This design comes from an exercise in tuning for small area on the open sky130 flow, not from production work.
In this exercise RTL edits were held to simulation tests only and were not proved equivalent to the original.
Power and IR drop assume default switching activity.

$ cat flow/run.sh
#!/bin/bash
# The standard layout with two changes:
#  - synthesis maps the logic with an area-oriented ABC script (flow/abc_area.script)
#    and leaves adders to ABC instead of mapping them to half/full adder cells first;
#    everything else in synth_recipe.tcl, and so every register, stays as it is;
#  - the port buffers are the smallest buffer cell;
#  - clock tree synthesis adds no dummy loads.
set -euo pipefail
here=$(pwd)
{
  echo 'set ::env(ADDER_MAP_FILE) ""'
  echo 'proc abc {args} {'
  echo '  set i [lsearch -exact $args -script]'
  echo "  lset args [expr {\$i+1}] $here/flow/abc_area.script"
  echo '  yosys abc {*}$args'
  echo '}'
  cat synth_recipe.tcl
} > area_synth.tcl
sed "s#SYNTH_SCRIPT=[^ ]*#SYNTH_SCRIPT=$here/area_synth.tcl#" standard.sh > area_standard.sh
grep -q "SYNTH_SCRIPT=$here/area_synth.tcl" area_standard.sh
export BUFFER_PORTS_ARGS="-buffer_cell sky130_fd_sc_hd__buf_1"
export CTS_ARGS="-sink_clustering_enable -repair_clock_nets -dont_use_dummy_load -buf_list sky130_fd_sc_hd__clkbuf_8 -sink_clustering_size 22 -sink_clustering_max_diameter 60"
bash area_standard.sh > standard.log 2>&1
$ cat flow/abc_area.script
&get -n
&st
&synch2
&dch -f
&nf -a -R 1000
&put
strash
&get -n
&synch2
&dch -f
&nf -a -R 1000
&put
stime -c
$ cat standard.sh
#!/bin/bash
# synth_recipe.tcl (not shown) runs the flow's synth.tcl, then flattens the netlist and writes it again
# the make line also repeats each setting of config.mk as NAME=value (left out here)
make -C /OpenROAD-flow-scripts/flow DESIGN_CONFIG=/design/flow/config.mk WORK_HOME=/design/flow/orfs CLKGATE_MAP_FILE= SYNTH_SCRIPT=/design/flow/synth_recipe.tcl "${@:-finish}"
$ cat config.mk
export PLATFORM = sky130hd
export DESIGN_NAME = uart_top
export DESIGN_NICKNAME = uart_top
export VERILOG_FILES = /design/flow/design.v
export SDC_FILE = /design/flow/constraint.sdc
export NUM_CORES = 4
export LEC_CHECK = 0
export CAP_MARGIN = 20
export CORE_MARGIN = 2
export CORE_UTILIZATION = 55
export CTS_BUF_LIST = sky130_fd_sc_hd__clkbuf_8
export CTS_CLUSTER_DIAMETER = 60
export CTS_CLUSTER_SIZE = 22
export PLACE_DENSITY = 0.7
export SLEW_MARGIN = 20
$ cat constraint.sdc
create_clock -name core_clock -period 13.0 [get_ports {iClk}]
set_input_delay 2.6000 -clock core_clock [delete_from_list [all_inputs] [get_ports {iClk}]]
set_output_delay 2.6000 -clock core_clock [all_outputs]
set_load 0.01 [all_outputs]
$ cat design.v
`timescale 1ns / 1ps
module uart_top #(
    parameter OPERAND_WIDTH = 512,
    parameter ADDER_WIDTH   = 32,
    parameter NBYTES        = OPERAND_WIDTH / 8,
    parameter CLK_FREQ      = 125_000_000,
    parameter BAUD_RATE     = 115_200
) (
    input wire iClk, iRst,
    input wire iRx,
    output wire oTx
);
    reg [511:0] rRing;
    reg [8:0]   rPh;
    reg [10:0]  rCyc;
    reg [3:0]   rBit;
    reg [6:0]   rByte;
    reg         rTx;      
    reg         rC;       
    reg         rNext;    
    reg         rOut;
    wire wBnd   = rCyc[10] & rCyc[6];    
    wire wWin   = rCyc[9];               
    wire wHit   = (rPh == {rByte[5:0], rBit[2:0]});
    wire wEn    = ~rBit[3] & wWin & wHit;
    wire wInA   = ~rTx & rByte[6];
    wire wInB   = ~rTx & ~rByte[6];
    wire wLast  = &rPh;
    wire wCin   = rC | (wEn & wInB & iRx);
    wire wNew   = (wEn & wInA) ? iRx : (rRing[0] ^ wCin);
    wire wGen   = rRing[0] & wCin;
    wire wBit8  = rBit[3] & ~rBit[0];
    wire wBit9  = rBit[3] & ~rBit[2] & rBit[0];
    wire wStart = ~rTx & ~iRx & rBit[3] & ~rBit[2];                  
    wire wByte  = wBit8 & (wBnd | wStart);
    always @(posedge iClk) begin
        rRing <= {wNew, rRing[511:1]};
        rPh   <= rPh + 1'b1;
        rC    <= wGen & ~wLast;
        if (wBnd | wStart) rCyc <= 11'd4;
        else               rCyc <= rCyc + 1'b1;
        if (wInA)
            rNext <= 1'b0;
        else if (~rTx)
            rNext <= rNext | (wGen & wLast);
        else if (wEn)
            rNext <= rByte[6] ? (rNext & ~|rBit[2:0]) : rRing[0];
        if (iRst) begin
            rBit  <= 4'd9;
            rTx   <= 1'b0;
            rByte <= 7'd127;
            rOut  <= 1'b1;
        end else begin
            if (wStart)
                rBit <= 4'd15;
            else if (wBnd)
                rBit <= wBit9 ? {~rTx, 2'b00, ~rTx} : rBit + 1'b1;
            if (wByte) begin
                if (rTx & rByte[6]) rByte[6] <= 1'b0;
                else                rByte    <= rByte - 1'b1;
                if (rByte == 7'd0)  rTx      <= ~rTx;
            end
            if (rTx & wBnd) rOut <= ~wBit9 & (rBit[3] | rNext);
        end
    end
    assign oTx = rOut;
endmodule
==> flow_metrics.env, run 1 <==
export IMPL_status="timing/DRC/antenna clean"
export IMPL_tightest_slew_ns=0.552
export IMPL_die_w_um=150
export IMPL_clkTransAtPathRegs_ns=0.11
export IMPL_synth_top_area_share_pct=93.6
export IMPL_gp_congestion=0.714
export IMPL_min_delay_path_class="reg2reg"
export IMPL_ir_worst_vdd_uv=70.9
export IMPL_cap_viol_max_count=0
export IMPL_critPathSlowestCell="or3_1"
export IMPL_route_detailed_drc=0
export IMPL_grt_max_degree=23
export IMPL_drtIter0Drc=168
export IMPL_syn_inst=676
export IMPL_finalCritPeriodShare_pct=32.6
export IMPL_ctsResizeCount=0
export IMPL_ios=4
export IMPL_yosys_most_used_dff="dfxtp_1"
export IMPL_min_period_ns=4.24
export IMPL_crit_path_end_kind="flip-flop"
export IMPL_ys_ff_latch=547
export IMPL_setup_ws_ns=8.76
export IMPL_post_cts_buffers=0
export IMPL_drt_wl_total_um=12300
export IMPL_power_density_mw_per_mm2=187
export IMPL_required_ns=13.43
export IMPL_vias_per_cell=4.33
export IMPL_synthArstFlopShare_pct=0
export IMPL_dr_pass1_iters=4
export IMPL_postCtsHoldBufs=0
export IMPL_grt_overflow_total=0
export IMPL_ys_types=26
export IMPL_cp_arrival_ns=4.67
export IMPL_synth_most_common_cell="dfxtp_1"
export IMPL_fin_worst_skew_ns=0.0626
export IMPL_slew_violations=0
export IMPL_wire_per_inst_um=12.5
export IMPL_die_h_um=150
export IMPL_syn_to_final_growth_pct=6.57
export IMPL_die_area_sq_mm=0.0224
export IMPL_max_clock_freq_ghz=0.236
export IMPL_antenna_found_initial=0
export IMPL_syn_area_sq_mm=0.0117
export IMPL_worstSetupPathDepth=9
export IMPL_synth_mux_area_share_pct=0
export IMPL_leakage_nw=4.86
export IMPL_cts_buffers=30
export IMPL_grt_pass1_vias=4324
export IMPL_rsz0062_at_grt="no"
export IMPL_yosys_warnings=1
export IMPL_crit_chain="buf_1 > or3_1 > nand2_1 > nand3b_1 > a21o_1 > nor3_1 > nand2_1 > a21oi_1 > o21ai_0"
export IMPL_start_kind="primary input"
export IMPL_critical_path_top_delay_family="simple AND/OR/NAND/NOR gates"
export IMPL_r2r_setup_slack_ns=10.42
export IMPL_synth_compound_area_share_pct=1.77
export IMPL_pre_cts_slack_ns=8.20
export IMPL_synth_top_area_cell="dfxtp_1"
export IMPL_hold_depth=0
export IMPL_port_buffers=3
export IMPL_layout_nets=714
export IMPL_vias=4257
export IMPL_start_util_pct=55.8
export IMPL_slew_headroom_pct=63.2
export IMPL_synth_area_top_cells="dfxtp_1, xnor2_1, nor2_1, a21oi_1, xor2_1"
export IMPL_clock_sinks=547
export IMPL_timing_setup_tns_ns=0
export IMPL_ctsRootBufferMaster="clkbuf_8"
export IMPL_grt_pass1_wl_um=21200
export IMPL_ys_seq_area_share_pct=93.6
export IMPL_drive_above_1_share_pct=4.23
export IMPL_worst_path_buf_inv=1
export IMPL_synth_xor_area_share_pct=1.50
export IMPL_syn_nets=679
export IMPL_core_area_sq_mm=0.0210
export IMPL_hold_viol_final=0
export IMPL_critPathMaxStageDelay_ns=0.41
export IMPL_antenna_left=0
export IMPL_grt_use_total_pct=11.7
export IMPL_row_count=53
export IMPL_hpwl_um=6530
export IMPL_antenna_cells=0
export IMPL_avgSynthCellArea_sq_um=17.3
export IMPL_htree_num_levels=1
export IMPL_crit_fanout=12
export IMPL_synth_top_family_by_area="simple AND/OR/NAND/NOR gates"
export IMPL_synth_edf_count=0
export IMPL_worstRegToRegCells=9
export IMPL_synth_simple_gate_area_share_pct=2.97
export IMPL_setup_viol=0
export IMPL_crit_type="in2reg"
export IMPL_cts_tree="yes"
export IMPL_path_common_cell="nand2_1"
export IMPL_synth_common_cells="dfxtp_1, nor2_1, a21oi_1"
export IMPL_yosys_area_share_adder_pct=0
export IMPL_clk_path_buf_depth=3
export IMPL_clock_latency_ns=0.59
registers in the layout (all words and copies together) (netlist names):
name,count
rBit,4
rTx,1
rC,1
rNext,1
rOut,1
rPh,9
rCyc,11
rByte,7
rRing,512
layout make-up:
type	instances	area (sq um)
Sequential cell	547	11000
Fill cell	1580	8490
Multi-Input combinational cell	125	729
Inverter	4	15.0
Clock buffer	30	413
Timing Repair Buffer	3	11.3
Tap cell	275	344
per-stage QoR:
step / util (%) / power (W) / cells / instance area (sq um) / hold WS (ns)
floorplan: - / 0.00173 / 676 / 11700 / 0.310
global placement: 57.5 / 0.00173 / 954 / 12100 / 0.312
detailed placement: 57.5 / 0.00173 / 954 / 12100 / 0.312
CTS: 59.5 / 0.00236 / 984 / 12500 / 0.249
global route: 59.5 / 0.00242 / 984 / 12500 / 0.267
finish: 59.5 / 0.00233 / 984 / 12500 / 0.259
worst reg2reg max path: cells and delay by family, from the launching register on:
kind / cells / cell delay (ns)
and+or+nand+nor: 6 / 1.53
DFF: 1 / 0.46
AOI/OAI and AO/OA: 3 / 0.49
layout by cell type, fill, tap and decap left out:
cell / synthesis / layout
and3_1: 9 / 9
a211oi_1: 4 / 4
a21oi_1: 14 / 14
nor4_1: 3 / 3
nor3_1: 7 / 7
nand4_1: 2 / 2
clkinv_1: 4 / 4
o22ai_1: 1 / 1
nand2b_1: 2 / 2
a21o_1: 1 / 1
a41oi_1: 1 / 1
buf_1: 0 / 3
dfxtp_1: 547 / 547
o21ai_0: 10 / 10
nand3b_1: 2 / 2
nor3b_1: 3 / 3
nand2_1: 13 / 13
o41ai_1: 1 / 1
a221oi_1: 1 / 1
or3_1: 2 / 2
xor2_1: 8 / 8
nor2b_1: 3 / 3
nor2_1: 20 / 20
o211ai_1: 1 / 1
a211o_1: 1 / 1
clkbuf_8: 0 / 30
xnor2_1: 12 / 12
nand3_1: 4 / 4
where the power goes:
| group | switching (W) | internal [W] |
|---|---|---|
| combinational | 0.00000528 | 0.00000484 |
| clock | 0.000425 | 0.000208 |
| sequential | 0.00000367 | 0.00168 |
cell families (layout without fill, tap and decap cells):
logic type      count (synthesis)  count (layout)
xor+xnor                       20              20
flops                         547             547
compound gates                 35              35
simple gates                   70              70
buf+inv                         4              37
final timing paths:
kind | start | endpoint
setup reg to reg | rBit[3] | rByte[4]
setup / recovery | iRx | rByte[4]
hold / removal | rRing[350] | rRing[349]
hold reg to reg | rRing[350] | rRing[349]
routing by layer:
metal / global-route usage [%] / routed length, um / up-vias
li1: - / - / 2190
met1: 17.7 / 6530 / 1972
met2: 16.4 / 4970 / 61
met3: 2.50 / 427 / 34
met4: 4.72 / 391 / 0
met5: 0 / 0 / -
==> run 2: changes to the inputs <==
--- a/config.mk
+++ b/config.mk
@@ -7,9 +7,9 @@
 export LEC_CHECK = 0
 export CAP_MARGIN = 20
 export CORE_MARGIN = 2
-export CORE_UTILIZATION = 55
+export CORE_UTILIZATION = 40
 export CTS_BUF_LIST = sky130_fd_sc_hd__clkbuf_8
 export CTS_CLUSTER_DIAMETER = 60
 export CTS_CLUSTER_SIZE = 22
-export PLACE_DENSITY = 0.7
+export PLACE_DENSITY = 0.6
 export SLEW_MARGIN = 20
==> run 2 against run 1 <==
Compared with the run above:
- clock skew down 0.021 ns
- synthesized cell count unchanged
- critical path depth unchanged
- clock-buffer cell count unchanged
- via count shrank 2.0%
- cell count grew 11%
- flip-flop and latch count did not move
- die area rose by 36%
- synthesized area stayed put
- largest power group unchanged
- highest routed layer unchanged
==> flow_metrics.env, run 2 <==
export IMPL_setup_viol=0
export IMPL_grt_max_degree=23
export IMPL_crit_path_end_kind="flip-flop"
export IMPL_hold_viol_final=0
export IMPL_min_period_ns=4.15
export IMPL_synth_edf_count=0
export IMPL_hpwl_um=5300
export IMPL_ctsRootBufferMaster="clkbuf_8"
export IMPL_syn_inst=676
export IMPL_wire_per_inst_um=10.1
export IMPL_yosys_most_used_dff="dfxtp_1"
export IMPL_clock_latency_ns=0.58
export IMPL_layout_nets=714
export IMPL_clk_path_buf_depth=3
export IMPL_worstReg2RegEnd="rByte[4]"
export IMPL_syn_nets=679
export IMPL_synth_top_area_cell="dfxtp_1"
export IMPL_synth_common_cells="dfxtp_1, nor2_1, a21oi_1"
export IMPL_route_detailed_drc=0
export IMPL_rsz0062_at_grt="no"
export IMPL_fin_worst_skew_ns=0.0412
export IMPL_start_util_pct=40.6
export IMPL_yosys_warnings=1
export IMPL_largest_reg_flops=512
export IMPL_crit_fanout=12
export IMPL_ios=4
export IMPL_fillCellCount=2502
export IMPL_cts_tree="yes"
export IMPL_required_ns=13.47
export IMPL_power_density_mw_per_mm2=185
export IMPL_antenna_found_initial=0
export IMPL_gr_usage_met1_pct=12.3
export IMPL_slew_headroom_pct=61.6
export IMPL_grt_pass1_vias=3894
export IMPL_final_cell_mix="dfxtp_1, clkbuf_8, nor2_1"
export IMPL_postCtsHoldBufs=0
export IMPL_hold_depth=0
export IMPL_die_w_um=175
export IMPL_cp_arrival_ns=4.62
export IMPL_row_count=62
export IMPL_drive_above_1_share_pct=4.23
export IMPL_fin_area_sq_mm=0.0126
export IMPL_dr_pass1_iters=4
export IMPL_drt_wl_total_um=11000
export IMPL_tightest_slew_ns=0.576
export IMPL_finalCritPeriodShare_pct=31.9
export IMPL_placed_area_sq_mm=0.0122
export IMPL_use_met3_pct=2.09
export IMPL_max_clock_freq_ghz=0.241
export IMPL_port_buffers=3
export IMPL_hold_path_end="rRing[307]"
export IMPL_layout_commonest_cell="dfxtp_1"
export IMPL_grt_pass1_wl_um=18900
export IMPL_vias=4173
export IMPL_slew_violations=0
export IMPL_use_met2_pct=8.65
export IMPL_ys_ff_latch=547
export IMPL_hold_start="rRing[308]"
export IMPL_clkTransAtPathRegs_ns=0.12
export IMPL_die_area_sq_mm=0.0306
export IMPL_leakage_nw=4.86
export IMPL_r2r_setup_slack_ns=10.46
export IMPL_final_core_util_pct=43.8
export IMPL_clock_sinks=547
export IMPL_finalPower_w=0.00233
export IMPL_ys_types=26
export IMPL_regMostFlops="rRing"
export IMPL_synth_area_top_cells="dfxtp_1, xnor2_1, nor2_1, a21oi_1, xor2_1"
export IMPL_status="timing/DRC/antenna clean"
export IMPL_grt_use_total_pct=7.44
export IMPL_grt_overflow_total=0
export IMPL_gp_congestion=0.686
export IMPL_ir_worst_vdd_uv=81.2
export IMPL_ys_seq_area_share_pct=93.6
export IMPL_cap_viol_max_count=0
export IMPL_ctsResizeCount=0
export IMPL_crit_type="in2reg"
export IMPL_top_usage_layer="met1"
export IMPL_cts_buffers=30
export IMPL_drtIter0Drc=185
export IMPL_syn_area_sq_mm=0.0117
export IMPL_antenna_left=0
export IMPL_synth_top_area_share_pct=93.6
export IMPL_vias_per_cell=3.82
export IMPL_synth_most_common_cell="dfxtp_1"
export IMPL_die_h_um=175
export IMPL_post_cts_buffers=0
export IMPL_min_delay_path_class="reg2reg"
export IMPL_reg2reg_from="rBit[3]"
export IMPL_worstRegToRegCells=9
export IMPL_placed_cells=1063
export IMPL_start_kind="primary input"
export IMPL_synthArstFlopShare_pct=0
export IMPL_final_cells=1093
export IMPL_avgSynthCellArea_sq_um=17.3
export IMPL_reg_largest_list="rRing x512, rCyc x11, rPh x9"
export IMPL_antenna_cells=0
export IMPL_core_area_sq_mm=0.0288
export IMPL_syn_to_final_growth_pct=7.74
export IMPL_timing_setup_tns_ns=0
export IMPL_htree_num_levels=1
run 2: routing by layer:
metal | part of all wire (%) | wire length [um]
met5 | 0 | 0
met4 | 3.8 | 415
met3 | 3.8 | 421
met2 | 32 | 3550
met1 | 60 | 6610
run 2: power breakdown:
| group | internal (W) | leakage [nW] | switching [W] | total [W] |
|---|---|---|---|---|
| combinational | 0.00000484 | 0.244 | 0.00000518 | 0.0000100 |
| clock | 0.000208 | 0.216 | 0.000430 | 0.000638 |
| sequential | 0.00168 | 4.41 | 0.00000358 | 0.00168 |
run 2: worst max-delay path: stages:
cell and delay [ns]:
buf_1 0.10, or3_1 0.40, nand2_1 0.34, nand3b_1 0.18, a21o_1 0.23, nor3_1 0.30
nand2_1 0.20, a21oi_1 0.17, o21ai_0 0.10
run 2: worst max-delay path by stage:
stage / startpoint / endpoint / slack, ns
finish: iRx / rByte[4] / 8.85
global route: iRx / rByte[4] / 8.61
CTS: iRx / rByte[4] / 8.90
detailed placement: iRx / rByte[4] / 8.22
global placement: iRx / rByte[5] / 8.28
floorplan: iRx / rByte[4] / 8.66
run 2: area by class of cell:
type / instances / area [sq um] / share of cell area, %
Tap cell: 384 / 480 / 3.81
Clock buffer: 30 / 413 / 3.28
Sequential cell: 547 / 11000 / 86.9
Timing Repair Buffer: 3 / 11.3 / 0.0894
Inverter: 4 / 15.0 / 0.119
Multi-Input combinational cell: 125 / 729 / 5.79
run 2: stage by stage:
| step | hold slack (ns) | worst slack, ns |
|---|---|---|
| 2_1_floorplan | 0.310 | 8.66 |
| 3_3_place_gp | 0.311 | 8.28 |
| 3_5_place_dp | 0.312 | 8.22 |
| 4_1_cts | 0.295 | 8.90 |
| 5_1_grt | 0.303 | 8.61 |
| 6_report | 0.292 | 8.85 |
run 2: kinds of logic after synthesis:
family	share of synthesized area, %
flops	93.6
simple gates	2.97
xor+xnor	1.50
buf+inv	0.128
compound gates	1.77
==> run 3: changes to the inputs <==
--- a/flow/run.sh
+++ b/flow/run.sh
@@ -19,5 +19,5 @@
 sed "s#SYNTH_SCRIPT=[^ ]*#SYNTH_SCRIPT=$here/area_synth.tcl#" standard.sh > area_standard.sh
 grep -q "SYNTH_SCRIPT=$here/area_synth.tcl" area_standard.sh
 export BUFFER_PORTS_ARGS="-buffer_cell sky130_fd_sc_hd__buf_1"
-export CTS_ARGS="-sink_clustering_enable -repair_clock_nets -dont_use_dummy_load -buf_list sky130_fd_sc_hd__clkbuf_8 -sink_clustering_size 22 -sink_clustering_max_diameter 60"
+export CTS_ARGS="-sink_clustering_enable -repair_clock_nets -dont_use_dummy_load -buf_list sky130_fd_sc_hd__clkbuf_8 -sink_clustering_size 24 -sink_clustering_max_diameter 60"
 bash area_standard.sh > standard.log 2>&1
==> flow/abc_area.script (replaced) <==
&get -n
&st
&synch2
&dch -f
&nf -a -R 1000
&put
stime -c
==> run 3 against run 2 <==
Compared with the run above:
- first-iteration DRC count decreased by 3.8%
- routed wire length increased by 0.75%
- flip-flop and latch count unchanged
- fmax decreased by 0.84%
- hold slack improved by 0.0069 ns
- sequential power about the same
- register-to-register slack got worse by 0.35 ns
- synthesized cell count increased by 0.15%
- critical path depth increased by 2
- cell area decreased by 0.20%
- die area increased by 0.14%
- cell count decreased by 0.18%
- critical path type unchanged
- highest routed layer unchanged
==> flow_metrics.env, run 3 <==
export IMPL_cts_buffers=27
export IMPL_max_clock_freq_ghz=0.239
export IMPL_yosys_warnings=1
export IMPL_p_clk_share_pct=26.7
export IMPL_min_period_ns=4.19
export IMPL_hpwl_um=5380
export IMPL_drtIter0Drc=178
export IMPL_clkTransAtPathRegs_ns=0.12
export IMPL_drive_above_1_share_pct=3.82
export IMPL_yosys_most_used_dff="dfxtp_1"
export IMPL_synth_area_top_cells="dfxtp_1, xor2_1, nor2_1, xnor2_1, nor3_1"
export IMPL_grt_use_total_pct=7.53
export IMPL_crit_path_end_kind="flip-flop"
export IMPL_layout_nets=712
export IMPL_synth_common_cells="dfxtp_1, nor2_1, nand2_1"
export IMPL_status="timing/DRC/antenna clean"
export IMPL_timing_hold_ws_ns=0.299
export IMPL_p_sw_share_pct=18.8
export IMPL_grt_pass1_wl_um=19300
export IMPL_port_buffers=3
export IMPL_final_cell_mix="dfxtp_1, clkbuf_8, nor2_1"
export IMPL_antenna_cells=0
export IMPL_setup_viol=0
export IMPL_tightest_slew_ns=0.654
export IMPL_reg2reg_from="rBit[3]"
export IMPL_layout_commonest_cell="dfxtp_1"
export IMPL_ir_worst_vdd_uv=116
export IMPL_avgSynthCellArea_sq_um=17.3
export IMPL_drt_wl_total_um=11100
export IMPL_synthArstFlopShare_pct=0
export IMPL_post_cts_buffers=0
export IMPL_vias=4139
export IMPL_wire_per_inst_um=10.2
export IMPL_finalCritPeriodShare_pct=32.2
export IMPL_antenna_found_initial=0
export IMPL_hold_start="rRing[490]"
export IMPL_hold_path_end="rRing[489]"
export IMPL_worstReg2RegEnd="rByte[5]"
export IMPL_min_delay_path_class="reg2reg"
export IMPL_syn_inst=677
export IMPL_die_h_um=175
export IMPL_power_switching_w=0.000434
export IMPL_slew_violations=0
export IMPL_hold_depth=0
export IMPL_ctsResizeCount=0
export IMPL_dr_pass1_iters=3
export IMPL_cp_arrival_ns=4.67
export IMPL_pwr_share_comb_pct=0.4
export IMPL_start_util_pct=40.7
export IMPL_gp_congestion=0.746
export IMPL_clk_path_buf_depth=3
export IMPL_clock_sinks=547
export IMPL_grt_pass1_vias=4009
export IMPL_cts_tree="yes"
export IMPL_ys_types=31
export IMPL_fillCellCount=2483
export IMPL_die_w_um=175
export IMPL_row_count=62
export IMPL_synth_edf_count=0
export IMPL_ys_ff_latch=547
export IMPL_postCtsHoldBufs=0
export IMPL_die_area_sq_mm=0.0307
export IMPL_antenna_left=0
export IMPL_route_detailed_drc=0
export IMPL_slew_headroom_pct=56.0
export IMPL_regMostFlops="rRing"
export IMPL_leakage_nw=4.84
export IMPL_ios=4
export IMPL_required_ns=13.48
export IMPL_r2r_setup_slack_ns=10.11
export IMPL_syn_to_final_growth_pct=7.37
export IMPL_crit_fanout=12
export IMPL_start_kind="primary input"
export IMPL_ctsRootBufferMaster="clkbuf_8"
export IMPL_syn_nets=680
export IMPL_fin_worst_skew_ns=0.0309
export IMPL_rsz0062_at_grt="no"
export IMPL_reg_largest_list="rRing x512, rCyc x11, rPh x9"
export IMPL_internal_power_w=0.00187
export IMPL_hold_viol_final=0
export IMPL_power_share_sequential_pct=72.9
export IMPL_power_density_mw_per_mm2=183
export IMPL_crit_type="in2reg"
export IMPL_vias_per_cell=3.79
export IMPL_cap_viol_max_count=0
export IMPL_htree_num_levels=1
export IMPL_syn_area_sq_mm=0.0117
export IMPL_clock_latency_ns=0.55
export IMPL_largest_reg_flops=512
export IMPL_grt_max_degree=25
export IMPL_core_area_sq_mm=0.0288
export IMPL_grt_overflow_total=0
export IMPL_worstRegToRegCells=12
export IMPL_synth_top_area_share_pct=93.5
export IMPL_timing_setup_tns_ns=0
export IMPL_ys_seq_area_share_pct=93.5
export IMPL_synth_most_common_cell="dfxtp_1"
export IMPL_synth_top_area_cell="dfxtp_1"
-- run 3: cell types whose count changed in the layout (fill, tap and decap cells not counted), moves of 2 or more --
| cell | delta |
|---|---|
| nor3_1 | +5 |
| and4_1 | +2 |
| nand3_1 | +3 |
| a31oi_1 | +2 |
| xor2_1 | +3 |
| and3_1 | -4 |
| o31ai_1 | +2 |
| clkbuf_8 | -3 |
| xnor2_1 | -4 |
| and2_0 | +3 |
| a21oi_1 | -5 |
| o21ai_0 | -5 |
| or3_1 | -2 |
| nor4_1 | -2 |
-- run 3: worst max-delay path by stage --
stage	end	slack [ns]	depth (start not counted)	startpoint
2_1_floorplan	rByte[4]	8.76	9	iRx
3_3_place_gp	rByte[5]	8.35	10	iRx
3_5_place_dp	rByte[5]	8.28	11	iRx
4_1_cts	rByte[5]	8.86	11	iRx
5_1_grt	rByte[5]	8.62	11	iRx
6_report	rByte[5]	8.81	11	iRx
-- run 3: worst max-delay path, cell delays in order --
cell and delay, ns:
buf_1 0.13, nand2b_1 0.21, nand2_1 0.36, nand3b_1 0.22, a21o_1 0.21, or2_0 0.25
nor2_1 0.22, nand2_1 0.16, nor3_1 0.18, nor2_1 0.06, nand2_1 0.08
-- run 3: cell families (layout without fill, tap and decap cells) --
| kind of cell | after synthesis | in the layout | share of synthesized area, % |
|---|---|---|---|
| flip-flops | 547 | 547 | 93.5 |
| AND/OR/NAND/NOR | 79 | 79 | 3.41 |
| AO/OA/AOI/OAI | 28 | 28 | 1.49 |
| XOR/XNOR | 19 | 19 | 1.42 |
| buffers and inverters | 3 | 33 | 0.0961 |
| multiplexers | 1 | 1 | 0.0855 |
-- run 3: area by class of cell --
class	instances	area, sq um	area share [%]
Timing Repair Buffer	3	11.3	0.0896
Tap cell	384	480	3.82
Sequential cell	547	11000	87.1
Inverter	3	11.3	0.0896
Clock buffer	27	372	2.96
Multi-Input combinational cell	127	749	5.96
-- run 3: power groups by stage --
| stage | combinational, W | sequential, W | clock, W |
|---|---|---|---|
| final | 0.00000858 | 0.00168 | 0.000616 |
| after global routing | 0.00000981 | 0.00168 | 0.000704 |
| after CTS | 0.00000866 | 0.00168 | 0.000647 |
| after detailed placement | 0.00000861 | 0.00172 | 0 |
| after global placement | 0.00000849 | 0.00172 | 0 |
| after floorplan | 0.00000653 | 0.00172 | 0 |
-- run 3: metrics by stage --
step / setup slack [ns] / power, W / cell area [sq um] / util [%] / std cells
after floorplan: 8.76 / 0.00173 / 11700 / - / 677
after global placement: 8.35 / 0.00173 / 12200 / 42.4 / 1064
after detailed placement: 8.28 / 0.00173 / 12200 / 42.4 / 1064
after CTS: 8.86 / 0.00234 / 12600 / 43.7 / 1091
after global routing: 8.62 / 0.00240 / 12600 / 43.7 / 1091
final: 8.81 / 0.00231 / 12600 / 43.7 / 1091
-- run 3: metal layers --
layer  vias up  track usage [%]  share of wire [%]
li1       2193                -                  -
met4         0             2.36                2.5
met5         -                0                  0
met2        34             9.37                 33
met3        21             2.20                4.2
met1      1891             12.2                 60
==> run 4: changes to the inputs <==
==> flow/abc_area.script (replaced) <==
&get -n
&st
&synch2
&dch -f
&nf -a -R 1000
&put
strash
&get -n
&synch2
&dch -f
&nf -a -R 1000
&put
stime -c
--- a/config.mk
+++ b/config.mk
@@ -7,9 +7,9 @@
 export LEC_CHECK = 0
 export CAP_MARGIN = 20
 export CORE_MARGIN = 2
-export CORE_UTILIZATION = 40
+export CORE_UTILIZATION = 55
 export CTS_BUF_LIST = sky130_fd_sc_hd__clkbuf_8
 export CTS_CLUSTER_DIAMETER = 60
-export CTS_CLUSTER_SIZE = 22
-export PLACE_DENSITY = 0.6
+export CTS_CLUSTER_SIZE = 24
+export PLACE_DENSITY = 0.7
 export SLEW_MARGIN = 20
==> run 4 against run 3 <==
Compared with the run above:
- hold slack got worse by 0.021 ns
- total power up 0.27%
- die area decreased by 27%
- fmax is 1.5% lower
- clock-buffer cell count up 1
- non-clock buffer count is the same
- routed wire length is 11% higher
- cell count decreased by 10%
- critical path type unchanged
- largest cell class unchanged
==> flow_metrics.env, run 4 <==
export IMPL_status="timing/DRC/antenna clean"
export IMPL_min_period_ns=4.25
export IMPL_vias_per_cell=4.26
export IMPL_synth_area_top_cells="dfxtp_1, xnor2_1, nor2_1, a21oi_1, xor2_1"
export IMPL_antenna_found_initial=0
export IMPL_max_clock_freq_ghz=0.235
export IMPL_die_area_sq_mm=0.0224
export IMPL_min_delay_path_class="reg2reg"
export IMPL_cts_buffers=28
export IMPL_layout_nets=712
export IMPL_ir_worst_vdd_uv=88.8
export IMPL_grt_overflow_total=0
export IMPL_hold_viol_final=0
export IMPL_cp_arrival_ns=4.66
export IMPL_clk_path_buf_depth=3
export IMPL_start_util_pct=55.8
export IMPL_required_ns=13.41
export IMPL_rsz0062_at_grt="no"
export IMPL_synth_top_area_share_pct=93.6
export IMPL_avgSynthCellArea_sq_um=17.3
export IMPL_grt_pass1_wl_um=20800
export IMPL_finalPower_w=0.00231
export IMPL_setup_viol=0
export IMPL_power_density_mw_per_mm2=186
export IMPL_yosys_most_used_dff="dfxtp_1"
export IMPL_largest_reg_flops=512
export IMPL_synth_common_cells="dfxtp_1, nor2_1, a21oi_1"
export IMPL_postCtsHoldBufs=0
export IMPL_vias=4186
export IMPL_tightest_slew_ns=0.548
export IMPL_ys_ff_latch=547
export IMPL_p_sw_share_pct=18.7
export IMPL_crit_chain="buf_1 > or3_1 > nand2_1 > nand3b_1 > a21o_1 > nor3_1 > nand2_1 > a21oi_1 > o21ai_0"
export IMPL_ctsRootBufferMaster="clkbuf_8"
export IMPL_power_switching_w=0.000432
export IMPL_die_w_um=150
export IMPL_pwr_share_comb_pct=0.4
export IMPL_crit_type="in2reg"
export IMPL_syn_nets=679
export IMPL_critPathMaxStageDelay_ns=0.41
export IMPL_p_clk_share_pct=26.8
export IMPL_crit_path_end_kind="flip-flop"
export IMPL_cap_viol_max_count=0
export IMPL_fin_worst_skew_ns=0.0547
export IMPL_reg_largest_list="rRing x512, rCyc x11, rPh x9"
export IMPL_wire_per_inst_um=12.5
export IMPL_pre_cts_slack_ns=8.20
export IMPL_antenna_left=0
export IMPL_port_buffers=3
export IMPL_antenna_cells=0
export IMPL_slew_violations=0
export IMPL_synthArstFlopShare_pct=0
export IMPL_finalCritPeriodShare_pct=32.7
export IMPL_drtIter0Drc=171
export IMPL_ios=4
export IMPL_slew_headroom_pct=63.5
export IMPL_route_detailed_drc=0
export IMPL_path_common_cell="nand2_1"
export IMPL_ys_types=26
export IMPL_timing_setup_tns_ns=0
export IMPL_syn_area_sq_mm=0.0117
export IMPL_critPathSlowestCell="or3_1"
export IMPL_gp_congestion=0.714
export IMPL_syn_inst=676
export IMPL_post_cts_buffers=0
export IMPL_internal_power_w=0.00188
export IMPL_setup_ws_ns=8.75
export IMPL_yosys_warnings=1
export IMPL_regMostFlops="rRing"
export IMPL_final_cell_mix="dfxtp_1, clkbuf_8, nor2_1"
export IMPL_grt_pass1_vias=4272
export IMPL_power_share_sequential_pct=72.8
export IMPL_core_area_sq_mm=0.0210
export IMPL_clock_latency_ns=0.57
export IMPL_timing_hold_ws_ns=0.278
export IMPL_synth_edf_count=0
export IMPL_grt_max_degree=25
export IMPL_row_count=53
export IMPL_ys_seq_area_share_pct=93.6
export IMPL_drt_wl_total_um=12300
export IMPL_synth_top_area_cell="dfxtp_1"
export IMPL_die_h_um=150
export IMPL_cts_tree="yes"
export IMPL_drive_above_1_share_pct=3.96
export IMPL_syn_to_final_growth_pct=6.33
export IMPL_htree_num_levels=1
export IMPL_ctsResizeCount=0
export IMPL_clock_sinks=547
export IMPL_final_core_util_pct=59.3
export IMPL_layout_commonest_cell="dfxtp_1"
export IMPL_start_kind="primary input"
export IMPL_hpwl_um=6530
export IMPL_leakage_nw=4.85
export IMPL_grt_use_total_pct=11.4
export IMPL_dr_pass1_iters=4
export IMPL_clkTransAtPathRegs_ns=0.12
export IMPL_crit_fanout=12
export IMPL_synth_most_common_cell="dfxtp_1"
[run 4: path summary, 6_finish.rpt]
| check | depth (start not counted) | end | startpoint | slack, ns |
|---|---|---|---|---|
| setup / recovery | 9 | rByte[4] | iRx | 8.75 |
| setup reg to reg | 9 | rByte[4] | rBit[2] | 10.41 |
| hold / removal | 0 | rRing[509] | rRing[510] | 0.28 |
| hold reg to reg | 0 | rRing[509] | rRing[510] | 0.28 |
[run 4: cell type report]
cell class / instances / area [sq um]
repair buffers: 3 / 11.3
fillers: 1585 / 8520
inverters: 4 / 15.0
flip-flops and latches: 547 / 11000
well taps: 275 / 344
multi-input cells: 125 / 729
clock buffers: 28 / 385
[run 4: worst max-delay path: cells and delay by family]
family,cells,cell delay (ns)
compound gates,3,0.50
simple gates,5,1.45
buf+inv,1,0.12
[run 4: stage by stage]
stage	instances	instance area (sq um)
finish	982	12400
global route	982	12400
CTS	982	12400
detailed placement	954	12100
global placement	954	12100
floorplan	676	11700
[run 4: logic make-up (layout without fill, tap and decap cells)]
kind of cell	Yosys count	count (layout)	share of synthesized area (%)
buffers and inverters	4	35	0.128
and+or+nand+nor	70	70	2.97
DFF	547	547	93.6
xor gates and xnor gates	20	20	1.50
AOI/OAI and AO/OA	35	35	1.77
[run 4: metal layers]
| metal | up-vias | wire [um] | track usage [%] |
|---|---|---|---|
| met2 | 54 | 4850 | 16.1 |
| met3 | 26 | 447 | 2.35 |
| li1 | 2186 | - | - |
| met4 | 0 | 312 | 3.96 |
| met1 | 1920 | 6650 | 17.5 |
| met5 | - | 0 | 0 |
[run 4: power by group through the flow]
stage / Sequential [W] / Clock (W) / Combinational, W
2_1_floorplan: 0.00172 / 0 / 0.00000790
3_3_place_gp: 0.00172 / 0 / 0.00000977
3_5_place_dp: 0.00172 / 0 / 0.0000102
4_1_cts: 0.00168 / 0.000645 / 0.0000102
5_1_grt: 0.00168 / 0.000701 / 0.0000115
6_report: 0.00168 / 0.000619 / 0.0000100
==> run 5: changes to the inputs <==
--- a/flow/run.sh
+++ b/flow/run.sh
@@ -19,5 +19,5 @@
 sed "s#SYNTH_SCRIPT=[^ ]*#SYNTH_SCRIPT=$here/area_synth.tcl#" standard.sh > area_standard.sh
 grep -q "SYNTH_SCRIPT=$here/area_synth.tcl" area_standard.sh
 export BUFFER_PORTS_ARGS="-buffer_cell sky130_fd_sc_hd__buf_1"
-export CTS_ARGS="-sink_clustering_enable -repair_clock_nets -dont_use_dummy_load -buf_list sky130_fd_sc_hd__clkbuf_8 -sink_clustering_size 24 -sink_clustering_max_diameter 60"
+export CTS_ARGS="-sink_clustering_enable -repair_clock_nets -dont_use_dummy_load -buf_list sky130_fd_sc_hd__clkbuf_8 -root_buf sky130_fd_sc_hd__clkbuf_16 -sink_clustering_size 22 -sink_clustering_max_diameter 60"
 bash area_standard.sh > standard.log 2>&1
--- a/config.mk
+++ b/config.mk
@@ -7,9 +7,9 @@
 export LEC_CHECK = 0
 export CAP_MARGIN = 20
 export CORE_MARGIN = 2
-export CORE_UTILIZATION = 55
+export CORE_UTILIZATION = 40
 export CTS_BUF_LIST = sky130_fd_sc_hd__clkbuf_8
 export CTS_CLUSTER_DIAMETER = 60
-export CTS_CLUSTER_SIZE = 24
-export PLACE_DENSITY = 0.7
+export CTS_CLUSTER_SIZE = 22
+export PLACE_DENSITY = 0.6
 export SLEW_MARGIN = 20
==> run 5 against run 4 <==
Compared with the run above:
- still clean
- hold slack gained 0.014 ns
- cell area grew 1.6%
- core utilization shrank 15 points
- flip-flop and latch count is the same
- routed wire length shrank 10%
- die area grew 36%
- largest power group unchanged
==> flow_metrics.env, run 5 <==
export IMPL_drt_wl_total_um=11000
export IMPL_row_count=62
export IMPL_crit_fanout=12
export IMPL_drive_above_1_share_pct=4.23
export IMPL_leakage_nw=4.88
export IMPL_hold_viol_final=0
export IMPL_startpoint="iRx"
export IMPL_slew_violations=0
export IMPL_antenna_cells=0
export IMPL_ctsResizeCount=0
export IMPL_htree_num_levels=1
export IMPL_crit_path_end_kind="flip-flop"
export IMPL_start_util_pct=40.6
export IMPL_synth_common_cells="dfxtp_1, nor2_1, a21oi_1"
export IMPL_timing_setup_tns_ns=0
export IMPL_grt_max_degree=23
export IMPL_vias_per_cell=3.82
export IMPL_cts_buffers=30
export IMPL_drtIter0Drc=172
export IMPL_grt_use_total_pct=7.46
export IMPL_cap_viol_max_count=0
export IMPL_setup_viol=0
export IMPL_rsz0062_at_grt="no"
export IMPL_fin_worst_skew_ns=0.0403
export IMPL_clkTransAtPathRegs_ns=0.12
export IMPL_synth_edf_count=0
export IMPL_hpwl_um=5300
export IMPL_reg_largest_list="rRing x512, rCyc x11, rPh x9"
export IMPL_syn_inst=676
export IMPL_postCtsHoldBufs=0
export IMPL_required_ns=13.41
export IMPL_yosys_warnings=1
export IMPL_finalCritPeriodShare_pct=32.4
export IMPL_crit_type="in2reg"
export IMPL_ys_ff_latch=547
export IMPL_synth_top_area_share_pct=93.6
export IMPL_layout_nets=714
export IMPL_grt_pass1_vias=3914
export IMPL_slew_headroom_pct=61.8
export IMPL_fin_area_sq_mm=0.0126
export IMPL_max_clock_freq_ghz=0.238
export IMPL_synthArstFlopShare_pct=0
export IMPL_timing_hold_ws_ns=0.292
export IMPL_hold_start="rRing[308]"
export IMPL_cts_tree="yes"
export IMPL_placed_area_sq_mm=0.0122
export IMPL_fillCellCount=2497
export IMPL_synth_most_common_cell="dfxtp_1"
export IMPL_start_kind="primary input"
export IMPL_worstReg2RegEnd="rByte[4]"
export IMPL_core_area_sq_mm=0.0288
export IMPL_tightest_slew_ns=0.573
export IMPL_die_w_um=175
export IMPL_post_cts_buffers=0
export IMPL_layout_commonest_cell="dfxtp_1"
export IMPL_reg2reg_from="rBit[3]"
export IMPL_gp_congestion=0.686
export IMPL_power_density_mw_per_mm2=186
export IMPL_crit_end="rByte[4]"
export IMPL_syn_nets=679
export IMPL_die_h_um=175
export IMPL_antenna_left=0
export IMPL_min_delay_path_class="reg2reg"
export IMPL_final_cell_mix="dfxtp_1, clkbuf_8, nor2_1"
export IMPL_clock_sinks=547
export IMPL_largest_reg_flops=512
export IMPL_dr_pass1_iters=4
export IMPL_status="timing/DRC/antenna clean"
export IMPL_r2r_setup_slack_ns=10.46
export IMPL_synth_top_area_cell="dfxtp_1"
export IMPL_grt_overflow_total=0
export IMPL_ctsRootBufferMaster="clkbuf_16"
export IMPL_grt_pass1_wl_um=19000
export IMPL_vias=4170
export IMPL_ir_worst_vdd_uv=81.4
export IMPL_ios=4
export IMPL_port_buffers=3
export IMPL_wire_per_inst_um=10.1
export IMPL_cp_arrival_ns=4.62
export IMPL_setup_ws_ns=8.79
export IMPL_clock_latency_ns=0.52
export IMPL_avgSynthCellArea_sq_um=17.3
export IMPL_syn_area_sq_mm=0.0117
export IMPL_min_period_ns=4.21
export IMPL_route_detailed_drc=0
export IMPL_pre_cts_slack_ns=8.22
export IMPL_syn_to_final_growth_pct=8.02
export IMPL_antenna_found_initial=0
export IMPL_ys_seq_area_share_pct=93.6
export IMPL_regMostFlops="rRing"
export IMPL_worstRegToRegCells=9
export IMPL_synth_area_top_cells="dfxtp_1, xnor2_1, nor2_1, a21oi_1, xor2_1"
export IMPL_clk_path_buf_depth=3
export IMPL_die_area_sq_mm=0.0306
export IMPL_ys_types=26
export IMPL_yosys_most_used_dff="dfxtp_1"
[run 5: how the worst min path moves through the flow]
stage | endpoint | slack, ns | depth (start not counted)
global route | rRing[307] | 0.30 | 0
CTS | rRing[307] | 0.30 | 0
floorplan | rRing[0] | 0.31 | 0
detailed placement | rRing[326] | 0.31 | 0
finish | rRing[307] | 0.29 | 0
global placement | rRing[481] | 0.31 | 0
[run 5: final cells by class]
cell class                 count  area, sq um  area share (%)
clock buffer                  30          447            3.54
inverter                       4         15.0           0.119
multi-input combinational    125          729            5.77
sequential                   547        11000            86.7
tap                          384          480            3.80
timing repair buffer           3         11.3          0.0891
[run 5: where the power goes]
part | internal [W] | switching, W
Combinational | 0.00000484 | 0.00000517
Sequential | 0.00168 | 0.00000358
Clock | 0.000231 | 0.000431
Total | 0.00191 | 0.000440
[run 5: kinds of logic (layout without fill, tap and decap cells)]
group           after synthesis  in the layout  share of synthesized area [%]
compound gates               35             35                           1.77
simple gates                 70             70                           2.97
buf+inv                       4             37                          0.128
xor+xnor                     20             20                           1.50
flops                       547            547                           93.6
[run 5: through the flow]
stage | total power, W | std cells | util (%)
2_1_floorplan | 0.00173 | 676 | -
3_3_place_gp | 0.00173 | 1063 | 42.3
3_5_place_dp | 0.00173 | 1063 | 42.3
4_1_cts | 0.00239 | 1093 | 43.9
5_1_grt | 0.00245 | 1093 | 43.9
6_report | 0.00235 | 1093 | 43.9
[run 5: worst max-delay path, cell delays in order]
cell and delay (ns):
buf_1 0.10, or3_1 0.40, nand2_1 0.34, nand3b_1 0.18, a21o_1 0.23, nor3_1 0.30
nand2_1 0.20, a21oi_1 0.17, o21ai_0 0.10
[run 5: per-layer routing]
layer	wire, um	vias up	track usage [%]	part of all wire [%]
li1	-	2191	-	-
met1	6600	1909	12.4	60
met2	3580	38	8.76	32
met3	414	32	2.09	3.8
met4	422	0	2.95	3.8
met5	0	-	0	0
==> run 6: changes to the inputs <==
--- a/flow/run.sh
+++ b/flow/run.sh
@@ -19,5 +19,5 @@
 sed "s#SYNTH_SCRIPT=[^ ]*#SYNTH_SCRIPT=$here/area_synth.tcl#" standard.sh > area_standard.sh
 grep -q "SYNTH_SCRIPT=$here/area_synth.tcl" area_standard.sh
 export BUFFER_PORTS_ARGS="-buffer_cell sky130_fd_sc_hd__buf_1"
-export CTS_ARGS="-sink_clustering_enable -repair_clock_nets -dont_use_dummy_load -buf_list sky130_fd_sc_hd__clkbuf_8 -root_buf sky130_fd_sc_hd__clkbuf_16 -sink_clustering_size 22 -sink_clustering_max_diameter 60"
+export CTS_ARGS="-sink_clustering_enable -repair_clock_nets -dont_use_dummy_load -buf_list {sky130_fd_sc_hd__clkbuf_4 sky130_fd_sc_hd__clkbuf_8} -sink_clustering_size 22 -sink_clustering_max_diameter 60"
 bash area_standard.sh > standard.log 2>&1
==> run 6 against run 5 <==
Compared with the run above:
- sequential share of layout area rose by 0.23 points
- sequential power barely moved
- fmax rose by 1.4%
- worst setup slack improved by 0.059 ns
- synthesized area did not move
==> flow_metrics.env, run 6 <==
export IMPL_status="timing/DRC/antenna clean"
export IMPL_critPathMaxStageDelay_ns=0.40
export IMPL_placed_cells=1063
export IMPL_cts_tree="yes"
export IMPL_placed_area_sq_mm=0.0122
export IMPL_drt_wl_total_um=11000
export IMPL_hpwl_um=5300
export IMPL_layout_commonest_cell="dfxtp_1"
export IMPL_avgSynthCellArea_sq_um=17.3
export IMPL_ys_seq_area_share_pct=93.6
export IMPL_yosys_warnings=1
export IMPL_cap_viol_max_count=0
export IMPL_post_cts_buffers=0
export IMPL_die_w_um=175
export IMPL_crit_fanout=12
export IMPL_synth_area_top_cells="dfxtp_1, xnor2_1, nor2_1, a21oi_1, xor2_1"
export IMPL_slew_violations=0
export IMPL_pwr_share_comb_pct=0.4
export IMPL_drtIter0Drc=185
export IMPL_finalCritPeriodShare_pct=31.9
export IMPL_reg_largest_list="rRing x512, rCyc x11, rPh x9"
export IMPL_layout_nets=714
export IMPL_clock_sinks=547
export IMPL_clk_path_buf_depth=3
export IMPL_power_share_sequential_pct=72.2
export IMPL_setup_viol=0
export IMPL_power_switching_w=0.000439
export IMPL_start_util_pct=40.6
export IMPL_synthArstFlopShare_pct=0
export IMPL_synth_common_cells="dfxtp_1, nor2_1, a21oi_1"
export IMPL_wire_per_inst_um=10.1
export IMPL_route_detailed_drc=0
export IMPL_htree_num_levels=1
export IMPL_tightest_slew_ns=0.576
export IMPL_row_count=62
export IMPL_internal_power_w=0.00189
export IMPL_ios=4
export IMPL_drive_above_1_share_pct=4.23
export IMPL_min_period_ns=4.15
export IMPL_die_h_um=175
export IMPL_path_common_cell="nand2_1"
export IMPL_fin_worst_skew_ns=0.0412
export IMPL_die_area_sq_mm=0.0306
export IMPL_crit_path_end_kind="flip-flop"
export IMPL_cp_arrival_ns=4.62
export IMPL_synth_most_common_cell="dfxtp_1"
export IMPL_grt_pass1_vias=3894
export IMPL_grt_max_degree=23
export IMPL_timing_setup_tns_ns=0
export IMPL_power_density_mw_per_mm2=185
export IMPL_grt_overflow_total=0
export IMPL_port_buffers=3
export IMPL_synth_edf_count=0
export IMPL_synth_top_area_cell="dfxtp_1"
export IMPL_ctsRootBufferMaster="clkbuf_8"
export IMPL_vias=4173
export IMPL_syn_to_final_growth_pct=7.74
export IMPL_critPathSlowestCell="or3_1"
export IMPL_gp_congestion=0.686
export IMPL_slew_headroom_pct=61.6
export IMPL_p_sw_share_pct=18.8
export IMPL_min_delay_path_class="reg2reg"
export IMPL_largest_reg_flops=512
export IMPL_fin_area_sq_mm=0.0126
export IMPL_dr_pass1_iters=4
export IMPL_cts_buffers=30
export IMPL_antenna_cells=0
export IMPL_yosys_most_used_dff="dfxtp_1"
export IMPL_grt_pass1_wl_um=18900
export IMPL_critical_path_top_delay_family="simple AND/OR/NAND/NOR gates"
export IMPL_ys_types=26
export IMPL_antenna_found_initial=0
export IMPL_start_kind="primary input"
export IMPL_crit_chain="buf_1 > or3_1 > nand2_1 > nand3b_1 > a21o_1 > nor3_1 > nand2_1 > a21oi_1 > o21ai_0"
export IMPL_grt_use_total_pct=7.44
export IMPL_hold_viol_final=0
export IMPL_ys_ff_latch=547
export IMPL_leakage_nw=4.86
export IMPL_worst_path_buf_inv=1
export IMPL_postCtsHoldBufs=0
export IMPL_clock_latency_ns=0.58
export IMPL_syn_inst=676
export IMPL_synth_top_area_share_pct=93.6
export IMPL_regMostFlops="rRing"
export IMPL_syn_area_sq_mm=0.0117
export IMPL_ctsResizeCount=0
export IMPL_vias_per_cell=3.82
export IMPL_p_clk_share_pct=27.4
export IMPL_clkTransAtPathRegs_ns=0.12
export IMPL_required_ns=13.47
export IMPL_final_cell_mix="dfxtp_1, clkbuf_8, nor2_1"
export IMPL_core_area_sq_mm=0.0288
export IMPL_syn_nets=679
export IMPL_final_cells=1093
export IMPL_r2r_setup_slack_ns=10.46
export IMPL_timing_hold_ws_ns=0.292
export IMPL_crit_type="in2reg"
export IMPL_rsz0062_at_grt="no"
export IMPL_max_clock_freq_ghz=0.241
export IMPL_ir_worst_vdd_uv=81.2
export IMPL_antenna_left=0
run 6: cell count changes in the layout (fill, tap and decap cells not counted):
cell,change
clkbuf_16,-3
clkbuf_8,+3
run 6: cells by family after synthesis:
family | share of synthesized area, %
and+or+nand+nor | 2.97
AOI/OAI and AO/OA | 1.77
DFF | 93.6
buffers and inverters | 0.128
xor gates and xnor gates | 1.50
run 6: power by group through the flow:
stage          combinational, W  clock, W  sequential (W)
3_3_place_gp         0.00000981         0         0.00172
6_report              0.0000100  0.000638         0.00168
3_5_place_dp          0.0000100         0         0.00172
4_1_cts               0.0000101  0.000671         0.00168
5_1_grt               0.0000114  0.000730         0.00168
2_1_floorplan        0.00000790         0         0.00172
run 6: metrics by stage:
| stage | util (%) | setup slack, ns | power [W] |
|---|---|---|---|
| after CTS | 43.8 | 8.90 | 0.00236 |
| after detailed placement | 42.3 | 8.22 | 0.00173 |
| after global routing | 43.8 | 8.61 | 0.00243 |
| final | 43.8 | 8.85 | 0.00233 |
| after floorplan | - | 8.66 | 0.00173 |
| after global placement | 42.3 | 8.28 | 0.00173 |
run 6: area by class of cell:
cell class              instances  area (sq um)
clock buffers                  30           413
fillers                      2502         16200
inverters                       4          15.0
multi-input cells             125           729
flip-flops and latches        547         11000
well taps                     384           480
repair buffers                  3          11.3
run 6: worst paths after layout:
| path | start | endpoint | depth (start not counted) |
|---|---|---|---|
| max | iRx | rByte[4] | 9 |
| min | rRing[308] | rRing[307] | 0 |
| max reg2reg | rBit[3] | rByte[4] | 9 |
| min reg2reg | rRing[308] | rRing[307] | 0 |
run 6: routing by layer:
metal / wire [um] / part of all wire [%] / GRT usage (%)
met5: 0 / 0 / 0
met4: 415 / 3.8 / 3.13
met3: 421 / 3.8 / 2.09
met2: 3550 / 32 / 8.65
met1: 6610 / 60 / 12.3
==> run 7: changes to the inputs <==
--- a/flow/run.sh
+++ b/flow/run.sh
@@ -19,5 +19,5 @@
 sed "s#SYNTH_SCRIPT=[^ ]*#SYNTH_SCRIPT=$here/area_synth.tcl#" standard.sh > area_standard.sh
 grep -q "SYNTH_SCRIPT=$here/area_synth.tcl" area_standard.sh
 export BUFFER_PORTS_ARGS="-buffer_cell sky130_fd_sc_hd__buf_1"
-export CTS_ARGS="-sink_clustering_enable -repair_clock_nets -dont_use_dummy_load -buf_list {sky130_fd_sc_hd__clkbuf_4 sky130_fd_sc_hd__clkbuf_8} -sink_clustering_size 22 -sink_clustering_max_diameter 60"
+export CTS_ARGS="-sink_clustering_enable -repair_clock_nets -dont_use_dummy_load -buf_list sky130_fd_sc_hd__clkbuf_8 -sink_clustering_size 22 -sink_clustering_max_diameter 60 -sink_clustering_levels 1"
 bash area_standard.sh > standard.log 2>&1
==> run 7 against run 6 <==
Compared with the run above:
- global-route usage is the same
- die area unchanged
- clock power hardly changed
- critical path depth unchanged
- fmax unchanged
- worst setup slack unchanged
- non-clock buffer count unchanged
- routed wire length stayed put
- flip-flop and latch count is the same
- cell area unchanged
- synthesized area stayed put
- cell count is the same
- critical path type unchanged
- largest power group unchanged
- highest routed layer unchanged
==> flow_metrics.env, run 7 <==
export IMPL_fin_area_sq_mm=0.0126
export IMPL_setup_viol=0
export IMPL_ys_types=26
export IMPL_synthArstFlopShare_pct=0
export IMPL_start_util_pct=40.6
export IMPL_clkTransAtPathRegs_ns=0.12
export IMPL_final_cell_mix="dfxtp_1, clkbuf_8, nor2_1"
export IMPL_finalPower_w=0.00233
export IMPL_port_buffers=3
export IMPL_final_core_util_pct=43.8
export IMPL_syn_to_final_growth_pct=7.74
export IMPL_ir_worst_vdd_uv=81.2
export IMPL_cts_tree="yes"
export IMPL_ctsRootBufferMaster="clkbuf_8"
export IMPL_placed_area_sq_mm=0.0122
export IMPL_power_density_mw_per_mm2=185
export IMPL_ios=4
export IMPL_hpwl_um=5300
export IMPL_grt_overflow_total=0
export IMPL_crit_fanout=12
export IMPL_synth_top_area_cell="dfxtp_1"
export IMPL_synth_top_area_share_pct=93.6
export IMPL_clk_path_buf_depth=3
export IMPL_ff_latch_area_sq_mm=0.0110
export IMPL_drt_wl_total_um=11000
export IMPL_drtIter0Drc=185
export IMPL_ys_seq_area_share_pct=93.6
export IMPL_syn_inst=676
export IMPL_antenna_cells=0
export IMPL_grt_use_total_pct=7.44
export IMPL_fillCellCount=2502
export IMPL_cap_viol_max_count=0
export IMPL_yosys_most_used_dff="dfxtp_1"
export IMPL_synth_edf_count=0
export IMPL_hold_viol_final=0
export IMPL_layout_nets=714
export IMPL_reg_largest_list="rRing x512, rCyc x11, rPh x9"
export IMPL_htree_num_levels=1
export IMPL_syn_area_sq_mm=0.0117
export IMPL_avgSynthCellArea_sq_um=17.3
export IMPL_largest_reg_flops=512
export IMPL_rsz0062_at_grt="no"
export IMPL_grt_max_degree=23
export IMPL_crit_type="in2reg"
export IMPL_leakage_nw=4.86
export IMPL_syn_nets=679
export IMPL_post_cts_buffers=0
export IMPL_vias_per_cell=3.82
export IMPL_synth_area_top_cells="dfxtp_1, xnor2_1, nor2_1, a21oi_1, xor2_1"
export IMPL_wire_per_inst_um=10.1
export IMPL_synth_most_common_cell="dfxtp_1"
export IMPL_die_area_sq_mm=0.0306
export IMPL_cp_arrival_ns=4.62
export IMPL_drive_above_1_share_pct=4.23
export IMPL_finalCritPeriodShare_pct=31.9
export IMPL_gp_congestion=0.686
export IMPL_dr_pass1_iters=4
export IMPL_route_detailed_drc=0
export IMPL_slew_headroom_pct=61.6
export IMPL_slew_violations=0
export IMPL_final_cells=1093
export IMPL_core_area_sq_mm=0.0288
export IMPL_clock_sinks=547
export IMPL_synth_common_cells="dfxtp_1, nor2_1, a21oi_1"
export IMPL_placed_cells=1063
export IMPL_antenna_left=0
export IMPL_timing_setup_tns_ns=0
export IMPL_start_kind="primary input"
export IMPL_multiInputGateArea_sq_um=729
export IMPL_die_h_um=175
export IMPL_ys_ff_latch=547
export IMPL_min_delay_path_class="reg2reg"
export IMPL_row_count=62
export IMPL_antenna_found_initial=0
export IMPL_cts_buffers=30
export IMPL_min_period_ns=4.15
export IMPL_max_clock_freq_ghz=0.241
export IMPL_required_ns=13.47
export IMPL_fin_worst_skew_ns=0.0412
export IMPL_grt_pass1_vias=3894
export IMPL_postCtsHoldBufs=0
export IMPL_die_w_um=175
export IMPL_crit_path_end_kind="flip-flop"
export IMPL_regMostFlops="rRing"
export IMPL_vias=4173
export IMPL_layout_commonest_cell="dfxtp_1"
export IMPL_yosys_warnings=1
export IMPL_status="timing/DRC/antenna clean"
export IMPL_tightest_slew_ns=0.576
export IMPL_grt_pass1_wl_um=18900
export IMPL_ctsResizeCount=0
export IMPL_clock_latency_ns=0.58
[run 7: cell counts in the layout (fill, tap and decap cells not counted)]
No cell type changed its count.
[run 7: path summary, 6_finish.rpt]
path,depth (start not counted),slack [ns],endpoint,start
setup reg to reg,9,10.46,rByte[4],rBit[3]
hold reg to reg,0,0.29,rRing[307],rRing[308]
setup / recovery,9,8.85,rByte[4],iRx
hold / removal,0,0.29,rRing[307],rRing[308]
[run 7: critical path, stage by stage]
cell,delay (ns)
buf_1,0.10
or3_1,0.40
nand2_1,0.34
nand3b_1,0.18
a21o_1,0.23
nor3_1,0.30
nand2_1,0.20
a21oi_1,0.17
o21ai_0,0.10
[run 7: layer usage]
layer / global-route usage, % / vias to the layer above / routed length [um]
li1: - / 2191 / -
met1: 12.3 / 1912 / 6610
met2: 8.65 / 40 / 3550
met3: 2.09 / 30 / 421
met4: 3.13 / 0 / 415
met5: 0 / - / 0
[run 7: area by class of cell]
type,count,share of cell area [%]
Sequential cell,547,86.9
Clock buffer,30,3.28
Multi-Input combinational cell,125,5.79
Timing Repair Buffer,3,0.0894
Inverter,4,0.119
Tap cell,384,3.81
[run 7: per-stage QoR]
stage	hold slack, ns	setup WS [ns]
after floorplan	0.310	8.66
after global placement	0.311	8.28
after detailed placement	0.312	8.22
after CTS	0.295	8.90
after global routing	0.303	8.61
final	0.292	8.85
[run 7: kinds of logic (layout without fill, tap and decap cells)]
kind of cell / Yosys count / after routing / synth area share, %
xor+xnor: 20 / 20 / 1.50
buf+inv: 4 / 37 / 0.128
simple gates: 70 / 70 / 2.97
flops: 547 / 547 / 93.6
compound gates: 35 / 35 / 1.77
[run 7: where the power goes]
group	internal, W	leakage (nW)	switching, W
Sequential	0.00168	4.41	0.00000358
Combinational	0.00000484	0.244	0.00000518
Clock	0.000208	0.216	0.000430
Total	0.00189	4.86	0.000439
==> run 8: changes to the inputs <==
--- a/flow/run.sh
+++ b/flow/run.sh
@@ -19,5 +19,5 @@
 sed "s#SYNTH_SCRIPT=[^ ]*#SYNTH_SCRIPT=$here/area_synth.tcl#" standard.sh > area_standard.sh
 grep -q "SYNTH_SCRIPT=$here/area_synth.tcl" area_standard.sh
 export BUFFER_PORTS_ARGS="-buffer_cell sky130_fd_sc_hd__buf_1"
-export CTS_ARGS="-sink_clustering_enable -repair_clock_nets -dont_use_dummy_load -buf_list sky130_fd_sc_hd__clkbuf_8 -sink_clustering_size 22 -sink_clustering_max_diameter 60 -sink_clustering_levels 1"
+export CTS_ARGS="-sink_clustering_enable -repair_clock_nets -dont_use_dummy_load -buf_list sky130_fd_sc_hd__clkbuf_8 -tree_buf sky130_fd_sc_hd__clkbuf_2 -root_buf sky130_fd_sc_hd__clkbuf_4 -sink_clustering_size 22 -sink_clustering_max_diameter 60"
 bash area_standard.sh > standard.log 2>&1
==> run 8 against run 7 <==
Compared with the run above:
- synthesized cell count is the same
- synthesized area did not move
- critical path depth unchanged
- total power decreased by 0.55%
- cell count about the same
- via count up 0.17%
- flip-flop and latch count unchanged
- register-to-register slack about the same
==> flow_metrics.env, run 8 <==
export IMPL_status="timing/DRC/antenna clean"
export IMPL_grt_pass1_vias=3893
export IMPL_syn_inst=676
export IMPL_fin_worst_skew_ns=0.0407
export IMPL_grt_use_total_pct=7.46
export IMPL_synth_edf_count=0
export IMPL_dr_pass1_iters=4
export IMPL_finalCritPeriodShare_pct=30.7
export IMPL_setup_ws_ns=9.01
export IMPL_postCtsHoldBufs=0
export IMPL_layout_nets=714
export IMPL_drtIter0Drc=180
export IMPL_die_w_um=175
export IMPL_ys_types=26
export IMPL_synthArstFlopShare_pct=0
export IMPL_max_clock_freq_ghz=0.250
export IMPL_drt_wl_total_um=11000
export IMPL_timing_setup_tns_ns=0
export IMPL_htree_num_levels=1
export IMPL_ctsResizeCount=0
export IMPL_synth_top_area_cell="dfxtp_1"
export IMPL_slew_headroom_pct=61.6
export IMPL_grt_max_degree=23
export IMPL_ys_seq_area_share_pct=93.6
export IMPL_port_buffers=3
export IMPL_clk_path_buf_depth=3
export IMPL_die_area_sq_mm=0.0306
export IMPL_synth_common_cells="dfxtp_1, nor2_1, a21oi_1"
export IMPL_leakage_nw=4.86
export IMPL_antenna_left=0
export IMPL_yosys_most_used_dff="dfxtp_1"
export IMPL_drive_above_1_share_pct=4.23
export IMPL_vias=4180
export IMPL_syn_nets=679
export IMPL_layout_commonest_cell="dfxtp_1"
export IMPL_wire_per_inst_um=10.1
export IMPL_cts_buffers=30
export IMPL_vias_per_cell=3.82
export IMPL_cap_viol_max_count=0
export IMPL_start_util_pct=40.6
export IMPL_synth_area_top_cells="dfxtp_1, xnor2_1, nor2_1, a21oi_1, xor2_1"
export IMPL_required_ns=13.63
export IMPL_route_detailed_drc=0
export IMPL_clock_sinks=547
export IMPL_min_delay_path_class="reg2reg"
export IMPL_ys_ff_latch=547
export IMPL_synth_top_area_share_pct=93.6
export IMPL_pre_cts_slack_ns=8.22
export IMPL_final_cell_mix="dfxtp_1, clkbuf_8, nor2_1"
export IMPL_setup_viol=0
export IMPL_slew_violations=0
export IMPL_ctsRootBufferMaster="clkbuf_4"
export IMPL_post_cts_buffers=0
export IMPL_hpwl_um=5300
export IMPL_grt_overflow_total=0
export IMPL_cts_tree="yes"
export IMPL_syn_to_final_growth_pct=7.60
export IMPL_yosys_warnings=1
export IMPL_clkTransAtPathRegs_ns=0.12
export IMPL_reg_largest_list="rRing x512, rCyc x11, rPh x9"
export IMPL_hold_viol_final=0
export IMPL_crit_path_end_kind="flip-flop"
export IMPL_ios=4
export IMPL_syn_area_sq_mm=0.0117
export IMPL_synth_most_common_cell="dfxtp_1"
export IMPL_antenna_found_initial=1
export IMPL_clock_latency_ns=0.73
export IMPL_fillCellCount=2502
export IMPL_core_area_sq_mm=0.0288
export IMPL_start_kind="primary input"
export IMPL_avgSynthCellArea_sq_um=17.3
export IMPL_die_h_um=175
export IMPL_cp_arrival_ns=4.62
export IMPL_largest_reg_flops=512
export IMPL_grt_pass1_wl_um=19000
export IMPL_regMostFlops="rRing"
export IMPL_crit_fanout=12
export IMPL_row_count=62
export IMPL_crit_type="in2reg"
export IMPL_tightest_slew_ns=0.576
export IMPL_min_period_ns=3.99
export IMPL_ir_worst_vdd_uv=80.9
export IMPL_power_density_mw_per_mm2=184
export IMPL_gp_congestion=0.686
export IMPL_rsz0062_at_grt="no"
[run 8: changes by cell type in the layout (fill, tap and decap cells not counted), sizes merged]
cell and delta:
diode +1
[run 8: area by class of cell]
type / count / area, sq um / area share (%)
flip-flops and latches: 547 / 11000 / 87.0
multi-input cells: 125 / 729 / 5.80
well taps: 384 / 480 / 3.82
clock buffers: 30 / 394 / 3.13
inverters: 4 / 15.0 / 0.119
repair buffers: 3 / 11.3 / 0.0895
diodes: 1 / 2.50 / 0.0199
[run 8: power breakdown]
part	switching [W]	total [W]	internal (W)
Clock	0.000430	0.000625	0.000195
Sequential	0.00000358	0.00168	0.00168
Combinational	0.00000518	0.0000100	0.00000484
Total	0.000439	0.00232	0.00188
[run 8: per-stage QoR]
stage	hold WS [ns]	instances	area [sq um]	total power [W]	util, %
final	0.292	1094	12600	0.00232	43.7
after global routing	0.303	1094	12600	0.00241	43.7
after CTS	0.296	1093	12600	0.00235	43.7
after detailed placement	0.312	1063	12200	0.00173	42.3
after global placement	0.311	1063	12200	0.00173	42.3
after floorplan	0.310	676	11700	0.00173	-
[run 8: layer usage]
metal	track usage [%]	part of all wire, %	up-vias
met5	0	0	-
met4	3.37	4.3	0
met3	2.02	3.6	36
met2	8.65	32	39
met1	12.3	60	1913
li1	-	-	2192
[run 8: worst paths after layout]
kind,startpoint,to,slack (ns),cells after the start
max,iRx,rByte[4],9.01,9
max reg2reg,rBit[3],rByte[4],10.46,9
min,rRing[308],rRing[307],0.29,0
min reg2reg,rRing[308],rRing[307],0.29,0
[run 8: cell families after synthesis]
| family | Yosys count | synth area share [%] |
|---|---|---|
| XOR/XNOR | 20 | 1.50 |
| AND/OR/NAND/NOR | 70 | 2.97 |
| flip-flops | 547 | 93.6 |
| buffers and inverters | 4 | 0.128 |
| AO/OA/AOI/OAI | 35 | 1.77 |
[run 8: critical path, stage by stage]
cell	delay, ns
buf_1	0.10
or3_1	0.40
nand2_1	0.34
nand3b_1	0.18
a21o_1	0.23
nor3_1	0.30
nand2_1	0.20
a21oi_1	0.17
o21ai_0	0.10

port drivers added, routing unchanged:
In the flow no input, the clock included, has a driving cell. The finished layouts below were timed again as built, in two steps.
Step 1, drivers: a clkbuf_16 drives iClk and a buf_2 each remaining input, both assumed.
Step 2 times the ports against the registers' clock, not the clock port: input delays grow and output delays shrink by t, the midpoint of the rising clock arrivals with the driver on.
Slacks: ideal / step 1 / step 2; pairs: ideal / step 1.
run	t (ns)	setup WS [ns]	worst data-port slew with drivers (ns)
run 1	0.600	8.759 / 8.773 / 8.173	0.04
run 2	0.605	8.850 / 8.871 / 8.265	0.03
run 3	0.591	8.815 / 8.831 / 8.240	0.03
run 4	0.580	8.751 / 8.764 / 8.184	0.04
run 5	0.545	8.791 / 8.814 / 8.269	0.03
run 6	0.605	8.850 / 8.871 / 8.265	0.03
run 7	0.605	8.850 / 8.871 / 8.265	0.03
run 8	0.760	9.007 / 9.027 / 8.268	0.03
After both steps every run listed still meets setup and hold. For run 8, which loses most, drivers alone change the setup slack by +0.020 ns; drivers and shift together by -0.739 ns.
